This is an optimization exercise on Yosys and OpenROAD, whose aim is small area, a short achievable clock period and few clock cycles per item, not a production implementation.
RTL that was checked went through simulation tests only; none was proved equivalent to the original.
Power and IR drop assume default switching activity.

the previous run:
==> flow/design.v <==
`timescale 1ns / 1ps
module huffmandecode(
clk,
huffrst,
code,
hufftable,
symaddr,
symdata,
huffdata,
hufflength,
hufffinish
    );
input clk,huffrst;
input[15:0] code;
input[8*16-1:0] hufftable;
output reg[7:0] symaddr;    
input[7:0] symdata;         
output reg[7:0] huffdata;
output [7:0] hufflength;
output reg hufffinish;
reg [7:0] g;         
reg [7:0] ca;        
reg [1:0] w;         
reg [3:0] n;         
reg       h;         
reg       one;       
reg       short;     
reg       fix;       
reg [4:0] hl;        
assign hufflength = {3'b000, hl};
wire [7:0] c1   = hufftable[7:0];
wire [7:0] c2   = hufftable[15:8];
wire       b1   = code[15];
wire       b2   = code[14];
wire       hit1 = (c1[7:1] != 7'd0) | (c1[0] & ~b1);
wire       g1   = b1 & ~c1[0];                            
wire       hit2 = (c2[7:2] != 6'd0) | (c2[1:0] > {g1, b2});
wire       big  = (c1[7:1] != 7'd0) | (c2[7:2] != 6'd0);
wire [1:0] a2   = c1[0] ? {b2, ~b2} : {b1, b2};           
function [5:0] first_entry(input [5:0] x);
    reg [2:0] c, b, g, s, a;
    reg       h1, h2;
    begin
        c = {1'b0, x[4:3]};           
        b = x[2:0];                   
        h1 = x[5] & ~b[2];            
        g = {2'b00, b[2] & ~x[5]};    
        g = {g[1:0], b[1]};           
        h2 = c > g;
        g = g - c;                    
        s = {2'b00, x[5]} + c;        
        a = s + {g[1:0], b[0]};       
        if (h1)      first_entry = {3'd0, b[2], 2'd0};
        else if (h2) first_entry = {2'd0, x[5] ? {b[1], ~b[1]} : b[2:1], 2'd0};
        else         first_entry = {1'b0, a, g[1:0]};
    end
endfunction
function [64*6-1:0] first_table(input dummy);
    integer i;
    begin
        for (i = 0; i < 64; i = i + 1) first_table[6*i +: 6] = first_entry(i[5:0]);
    end
endfunction
localparam [64*6-1:0] FIRST = first_table(1'b0);
wire [5:0] first = FIRST[6*{c1[0], c2[1:0], code[15:13]} +: 6];
wire [3:0] a0   = first[5:2];
wire [1:0] g2   = first[1:0];
wire [9:0] gn   = {1'b0, g, w[1]} - {2'b00, ca};    
wire       hit  = gn[9];                            
wire       dead = ~gn[9] & gn[8];                   
wire       nf   = ~short & ~h & ~hit & (dead | n == 4'd13);   
wire [127:0] tbl3 = {24'd0, hufftable[127:24]};
wire [7:0] fetch_c = tbl3[8*n +: 8];                
wire [15:0] code4 = {code[11:0], 4'd0};
wire       fetch_b = code4[15 - n];                 
always @(posedge clk) begin
    one   <= hit1;
    short <= hit1 | hit2;
    fix   <= big;
    if (~huffrst) begin
        g  <= {6'd0, g2};
        symaddr <= {4'd0, a0};
        ca <= hufftable[23:16];
        w  <= code[13:12];
    end else begin
        g  <= gn[7:0];
        symaddr <= fix & (n == 4'd0) ? {6'd0, one ? {1'b0, b1} : a2} : symaddr + gn[7:0] + {7'd0, w[0]};
        ca <= fetch_c;
        w  <= {w[0], fetch_b};
    end
    if (~hufffinish & (h | nf)) begin
        huffdata <= h ? symdata : 8'hff;
        hl <= ~h ? 5'd0 : one ? 5'd1 : short ? 5'd2 : {1'b0, n} + 5'd2;
    end
end
always @(posedge clk or negedge huffrst) begin
    if (~huffrst) begin
        hufffinish <= 1'b0;
        h <= 1'b0;
        n <= 4'd0;
    end else begin
        if (h | nf)
            hufffinish <= 1'b1;
        h <= short ? ~fix | (n == 4'd1) : hit;
        n <= n + 4'd1;
    end
end
endmodule
clock: 11.0 ns
lec_check: 0
cap_margin: 20
core_margin: 2
core_utilization: 40
slew_margin: 20
tns_end_percent: 5
standard.sh (not shown) runs the stock make flow with config.mk's settings and CLKGATE_MAP_FILE= SYNTH_SCRIPT=/design/flow/synth_recipe.tcl, a recipe that flattens the netlist after the stock synthesis.
==> flow/flow/run.sh <==
#!/bin/bash
# Standard layout, with plain buffers on the ports and repair_timing aiming
# below the clock period (setup margin).
set -euo pipefail
export BUFFER_PORTS_ARGS="-buffer_cell sky130_fd_sc_hd__buf_1"
export SETUP_SLACK_MARGIN=8.0
bash standard.sh > standard.log 2>&1
Testbench counts of the previous run, summed over its fixed seeds: cycles 9,412, items 2,048.
#### Input delta (the current run over the previous run)
--- a/flow/design.v
+++ b/flow/design.v
@@ -19,6 +19,7 @@
 output [7:0] hufflength;
 output reg hufffinish;
 reg [7:0] g;         
+reg [7:0] sc;        
 reg [7:0] ca;        
 reg [1:0] w;         
 reg [3:0] n;         
@@ -37,7 +38,7 @@
 wire       hit2 = (c2[7:2] != 6'd0) | (c2[1:0] > {g1, b2});
 wire       big  = (c1[7:1] != 7'd0) | (c2[7:2] != 6'd0);
 wire [1:0] a2   = c1[0] ? {b2, ~b2} : {b1, b2};           
-function [5:0] first_entry(input [5:0] x);
+function [8:0] first_entry(input [5:0] x);
     reg [2:0] c, b, g, s, a;
     reg       h1, h2;
     begin
@@ -50,25 +51,27 @@
         g = g - c;                    
         s = {2'b00, x[5]} + c;        
         a = s + {g[1:0], b[0]};       
-        if (h1)      first_entry = {3'd0, b[2], 2'd0};
-        else if (h2) first_entry = {2'd0, x[5] ? {b[1], ~b[1]} : b[2:1], 2'd0};
-        else         first_entry = {1'b0, a, g[1:0]};
+        if (h1)      first_entry = {3'd0, b[2], 5'd0};
+        else if (h2) first_entry = {2'd0, x[5] ? {b[1], ~b[1]} : b[2:1], 5'd0};
+        else         first_entry = {1'b0, a, g[1:0], s};
     end
 endfunction
-function [64*6-1:0] first_table(input dummy);
+function [64*9-1:0] first_table(input dummy);
     integer i;
     begin
-        for (i = 0; i < 64; i = i + 1) first_table[6*i +: 6] = first_entry(i[5:0]);
+        for (i = 0; i < 64; i = i + 1) first_table[9*i +: 9] = first_entry(i[5:0]);
     end
 endfunction
-localparam [64*6-1:0] FIRST = first_table(1'b0);
-wire [5:0] first = FIRST[6*{c1[0], c2[1:0], code[15:13]} +: 6];
-wire [3:0] a0   = first[5:2];
-wire [1:0] g2   = first[1:0];
+localparam [64*9-1:0] FIRST = first_table(1'b0);
+wire [8:0] first = FIRST[9*{c1[0], c2[1:0], code[15:13]} +: 9];
+wire [3:0] a0   = first[8:5];
+wire [1:0] g2   = first[4:3];
+wire [2:0] sc2  = first[2:0];
 wire [9:0] gn   = {1'b0, g, w[1]} - {2'b00, ca};    
 wire       hit  = gn[9];                            
 wire       dead = ~gn[9] & gn[8];                   
 wire       nf   = ~short & ~h & ~hit & (dead | n == 4'd13);   
+wire [7:0] scn  = sc + ca;                          
 wire [127:0] tbl3 = {24'd0, hufftable[127:24]};
 wire [7:0] fetch_c = tbl3[8*n +: 8];                
 wire [15:0] code4 = {code[11:0], 4'd0};
@@ -79,12 +82,14 @@
     fix   <= big;
     if (~huffrst) begin
         g  <= {6'd0, g2};
+        sc <= {5'd0, sc2};
         symaddr <= {4'd0, a0};
         ca <= hufftable[23:16];
         w  <= code[13:12];
     end else begin
         g  <= gn[7:0];
-        symaddr <= fix & (n == 4'd0) ? {6'd0, one ? {1'b0, b1} : a2} : symaddr + gn[7:0] + {7'd0, w[0]};
+        sc <= scn;
+        symaddr <= fix & (n == 4'd0) ? {6'd0, one ? {1'b0, b1} : a2} : scn + {gn[6:0], w[0]};
         ca <= fetch_c;
         w  <= {w[0], fetch_b};
     end
--- outcome ---
Compared to the previous run, the current run has share of power burned in the clock network 6.6 points lower. Multi-input logic cell count ends up higher on the current run. Total routed wirelength in the current run is about 14% above the previous run. Per the comparison of the current run with the previous run, final non-filler cell area went up, worst hold-check slack went up. Per the comparison of the current run with the previous run, setup slack went down; sequential power rose about 23%; final cell count rose 16%; static leakage higher. Going from the previous run to the current run, the first-iteration DRC count was found to have gone down by 7. Across both runs, placer congestion estimate was lower for the current run than for the previous run. Going from the previous run to the current run, maximum frequency shrank slightly. The run showing the smaller number of gates on the worst path with buffers counted is the current run.
Only the layout flow was run in the current run; the RTL was not checked for function there.

* * *

rev 12:
// huffmandecode: RTL as listed in full above, without the edits since
clock: 11.0 ns
lec_check: 0
abc_area: 1
cap_margin: 20
core_margin: 2
core_utilization: 40
slew_margin: 20
tns_end_percent: 5
==> flow/flow/run.sh <==
#!/bin/bash
# Standard layout, with plain buffers on the ports and repair_timing aiming
# below the clock period (setup margin).
set -euo pipefail
export BUFFER_PORTS_ARGS="-buffer_cell sky130_fd_sc_hd__buf_1"
export SETUP_SLACK_MARGIN=7.7
bash standard.sh > standard.log 2>&1
Testbench counts of rev 12, summed over its fixed seeds: cycles 9,412, items 2,048.
#### Input delta (rev 13 over rev 12)
--- a/flow/design.v
+++ b/flow/design.v
@@ -21,23 +21,22 @@
 reg [7:0] g;         
 reg [7:0] ca;        
 reg [1:0] w;         
 reg [3:0] n;         
 reg       h;         
 reg       one;       
-reg       short;     
+reg       hs;        
 reg       fix;       
 reg [4:0] hl;        
 assign hufflength = {3'b000, hl};
 wire [7:0] c1   = hufftable[7:0];
 wire [7:0] c2   = hufftable[15:8];
 wire       b1   = code[15];
 wire       b2   = code[14];
 wire       hit1 = (c1[7:1] != 7'd0) | (c1[0] & ~b1);
 wire       g1   = b1 & ~c1[0];                            
-wire       hit2 = (c2[7:2] != 6'd0) | (c2[1:0] > {g1, b2});
 wire       big  = (c1[7:1] != 7'd0) | (c2[7:2] != 6'd0);
 wire [1:0] a2   = c1[0] ? {b2, ~b2} : {b1, b2};           
 function [5:0] first_entry(input [5:0] x);
     reg [2:0] c, b, g, s, a;
     reg       h1, h2;
     begin
@@ -62,36 +61,37 @@
     end
 endfunction
 localparam [64*6-1:0] FIRST = first_table(1'b0);
 wire [5:0] first = FIRST[6*{c1[0], c2[1:0], code[15:13]} +: 6];
 wire [3:0] a0   = first[5:2];
 wire [1:0] g2   = first[1:0];
+wire       short = fix | hs;                        
 wire [9:0] gn   = {1'b0, g, w[1]} - {2'b00, ca};    
 wire       hit  = gn[9];                            
 wire       dead = ~gn[9] & gn[8];                   
 wire       nf   = ~short & ~h & ~hit & (dead | n == 4'd13);   
 wire [127:0] tbl3 = {24'd0, hufftable[127:24]};
 wire [7:0] fetch_c = tbl3[8*n +: 8];                
 wire [15:0] code4 = {code[11:0], 4'd0};
 wire       fetch_b = code4[15 - n];                 
 always @(posedge clk) begin
     one   <= hit1;
-    short <= hit1 | hit2;
+    hs    <= (c1[0] & ~b1) | (c2[1:0] > {g1, b2});
     fix   <= big;
     if (~huffrst) begin
         g  <= {6'd0, g2};
         symaddr <= {4'd0, a0};
         ca <= hufftable[23:16];
         w  <= code[13:12];
     end else begin
         g  <= gn[7:0];
         symaddr <= fix & (n == 4'd0) ? {6'd0, one ? {1'b0, b1} : a2} : symaddr + gn[7:0] + {7'd0, w[0]};
         ca <= fetch_c;
         w  <= {w[0], fetch_b};
     end
-    if (~hufffinish & (h | nf)) begin
+    if (~hufffinish) begin
         huffdata <= h ? symdata : 8'hff;
         hl <= ~h ? 5'd0 : one ? 5'd1 : short ? 5'd2 : {1'b0, n} + 5'd2;
     end
 end
 always @(posedge clk or negedge huffrst) begin
     if (~huffrst) begin
==> run summary <==
- The maximum frequency reported for rev 13 is greater than that of rev 12 by about 2.4%.
- Iteration-0 DRC count of the detailed router: rev 13 vs rev 12 up 79
- Sort rev 13 and rev 12 by global-route wire length before repair, ascending, and rev 13 comes first.
- Design area in rev 13 vs rev 12: down about 0.3%
- Rev 13 vs. rev 12: core outline area saw a decrease, power moved up, adder-cell share of the synthesized area ~0 delta, flip-flop and latch count barely changed, proportion of synthesized chip area in sequential cells shows an increase of 0.21 points.
- The higher number of library cell types mapped by synthesis of rev 13 and rev 12 is in rev 13.
- Area taken by flip-flops and latches: rev 12 vs rev 13 identical
- The higher proportion of cell area occupied by multi-input gates of rev 13 and rev 12 is in rev 12.
- Between rev 13 and rev 12, it is rev 13 whose final standard cell count with taps included and fillers excluded is lower, by 18.
- Any difference in number of sinks driven by the clock tree between rev 12 and rev 13 is small enough to ignore.
Testbench counts of rev 13, summed over its fixed seeds: cycles 9,412, items 2,048.

* * *

## job 394
// huffmandecode: RTL as listed in full above, without the edits since
clock: 11.0 ns
lec_check: 0
abc_area: 1
cap_margin: 20
core_margin: 2
core_utilization: 40
slew_margin: 20
tns_end_percent: 5
==> flow/flow/run.sh <==
#!/bin/bash
# Standard layout, with plain buffers on the ports and repair_timing aiming
# below the clock period (setup margin).
set -euo pipefail
export BUFFER_PORTS_ARGS="-buffer_cell sky130_fd_sc_hd__buf_1"
export SETUP_SLACK_MARGIN=8.0
bash standard.sh > standard.log 2>&1
Testbench counts of job 394, summed over its fixed seeds: cycles 9,412, items 2,048.
For job 4699, these inputs were changed with respect to job 394:
==> flow/design.v, changed modules only <==
module huffmandecode(
clk,
huffrst,
code,
hufftable,
symaddr,
symdata,
huffdata,
hufflength,
hufffinish
    );
input clk,huffrst;
input[15:0] code;
input[8*16-1:0] hufftable;
output reg[7:0] symaddr;    
input[7:0] symdata;         
output reg[7:0] huffdata;
output [7:0] hufflength;
output reg hufffinish;
reg [7:0] g;         
reg [7:0] ca;        
reg [1:0] w;         
reg [3:0] n;         
reg       h;         
reg       one;       
reg       hs;        
reg       fix;       
reg [4:0] hl;        
assign hufflength = {3'b000, hl};
wire [7:0] c1   = hufftable[7:0];
wire [7:0] c2   = hufftable[15:8];
wire       b1   = code[15];
wire       b2   = code[14];
wire       hit1 = (c1[7:1] != 7'd0) | (c1[0] & ~b1);
wire       g1   = b1 & ~c1[0];                            
wire       big  = (c1[7:1] != 7'd0) | (c2[7:2] != 6'd0);
wire [1:0] a2   = c1[0] ? {b2, ~b2} : {b1, b2};           
function [5:0] first_entry(input [5:0] x);
    reg [2:0] c, b, g, s, a;
    reg       h1, h2;
    begin
        c = {1'b0, x[4:3]};           
        b = x[2:0];                   
        h1 = x[5] & ~b[2];            
        g = {2'b00, b[2] & ~x[5]};    
        g = {g[1:0], b[1]};           
        h2 = c > g;
        g = g - c;                    
        s = {2'b00, x[5]} + c;        
        a = s + {g[1:0], b[0]};       
        if (h1)      first_entry = {3'd0, b[2], 2'd0};
        else if (h2) first_entry = {2'd0, x[5] ? {b[1], ~b[1]} : b[2:1], 2'd0};
        else         first_entry = {1'b0, a, g[1:0]};
    end
endfunction
function [64*6-1:0] first_table(input dummy);
    integer i;
    begin
        for (i = 0; i < 64; i = i + 1) first_table[6*i +: 6] = first_entry(i[5:0]);
    end
endfunction
localparam [64*6-1:0] FIRST = first_table(1'b0);
wire [5:0] first = FIRST[6*{c1[0], c2[1:0], code[15:13]} +: 6];
wire [3:0] a0   = first[5:2];
wire [1:0] g2   = first[1:0];
wire       short = fix | hs;                        
wire [9:0] gn   = {1'b0, g, w[1]} - {2'b00, ca};    
wire       hit  = gn[9];                            
wire       dead = ~gn[9] & gn[8];                   
wire       nf   = ~short & ~h & ~hit & (dead | n == 4'd13);   
wire [127:0] tbl3 = {24'd0, hufftable[127:24]};
wire [7:0] fetch_c = tbl3[8*n +: 8];                
wire [15:0] code4 = {code[11:0], 4'd0};
wire       fetch_b = code4[15 - n];                 
always @(posedge clk) begin
    one   <= hit1;
    hs    <= (c1[0] & ~b1) | (c2[1:0] > {g1, b2});
    fix   <= big;
    if (~huffrst) begin
        g  <= {6'd0, g2};
        symaddr <= {4'd0, a0};
        ca <= hufftable[23:16];
        w  <= code[13:12];
    end else begin
        g  <= gn[7:0];
        symaddr <= fix & (n == 4'd0) ? {6'd0, one ? {1'b0, b1} : a2} : symaddr + gn[7:0] + {7'd0, w[0]};
        ca <= fetch_c;
        w  <= {w[0], fetch_b};
    end
    if (~hufffinish) begin
        huffdata <= h ? symdata : 8'hff;
        hl <= ~h ? 5'd0 : one ? 5'd1 : short ? 5'd2 : {1'b0, n} + 5'd2;
    end
end
always @(posedge clk or negedge huffrst) begin
    if (~huffrst) begin
        hufffinish <= 1'b0;
        h <= 1'b0;
        n <= 4'd0;
    end else begin
        if (h | nf)
            hufffinish <= 1'b1;
        h <= short ? ~fix | (n == 4'd1) : hit;
        n <= n + 4'd1;
    end
end
endmodule
Taking job 394 as the reference, in job 4699 post-CTS setup buffer count now sits higher; sequential share of layout area now sits higher; total area of multi-input combinational cells now sits lower. NOTE: total power in job 4699 falls short of that of job 394. Count of maximum capacitance violations came out exactly the same in job 394 and job 4699. Compared with job 394, job 4699 shows area added between synthesis and finish lower by 3.5 points. Sort job 394 and job 4699 by total of cells resized after clock tree synthesis, ascending, and job 4699 comes first. The final reports for job 4699 and job 394 show fraction of area in multi-input gates higher in the former. Between job 4699 and job 394, it is job 4699 whose worst hold path depth is higher, by 1. Looking only at detailed-routed wire length on met2, and setting everything else aside, the lower value of job 394 and job 4699 goes to job 4699. NOTE wire length of the first global-routing pass job 394->job 4699 decreased slightly. Measured against job 394, the worst IR drop on VDD of job 4699 comes out at 0.80 times the reference value. In the reports for job 394 and job 4699, the larger synthesized area belongs to job 394. Between job 394 and job 4699, the starting utilization of the core area does not differ in any meaningful way.
Testbench counts of job 4699, summed over its fixed seeds: cycles 9,412, items 2,048.

[separate check: timing with driven ports]
No port has a modelled driver above. Below, the same layouts with a new extraction and two added sets of constraints.
Step 1 assumes that a clkbuf_16 drives the clock port and a buf_2 every other input.
Step 2, shift: input delay + t, output delay - t, t = (earliest + latest rising clock arrival at the registers) / 2. This alone moves slack from input paths to output paths.
a / b / c = ideal ports / drivers / drivers and shift; a / b = the first two.
run	t, ns	setup WS [ns]	cell pins on the clock port's net
the previous run	0.336	7.793 / 7.798 / 7.462	1
the current run	0.345	7.783 / 7.793 / 7.449	1
rev 12	0.328	7.771 / 7.769 / 7.441	1
rev 13	0.336	7.848 / 7.851 / 7.515	1
job 394	0.326	7.968 / 7.937 / 7.706	1
job 4699	0.329	7.938 / 7.910 / 7.638	1
After both steps every run listed still meets setup and hold. For the current run, which loses most, drivers alone change the setup slack by +0.010 ns; drivers and shift together by -0.334 ns.
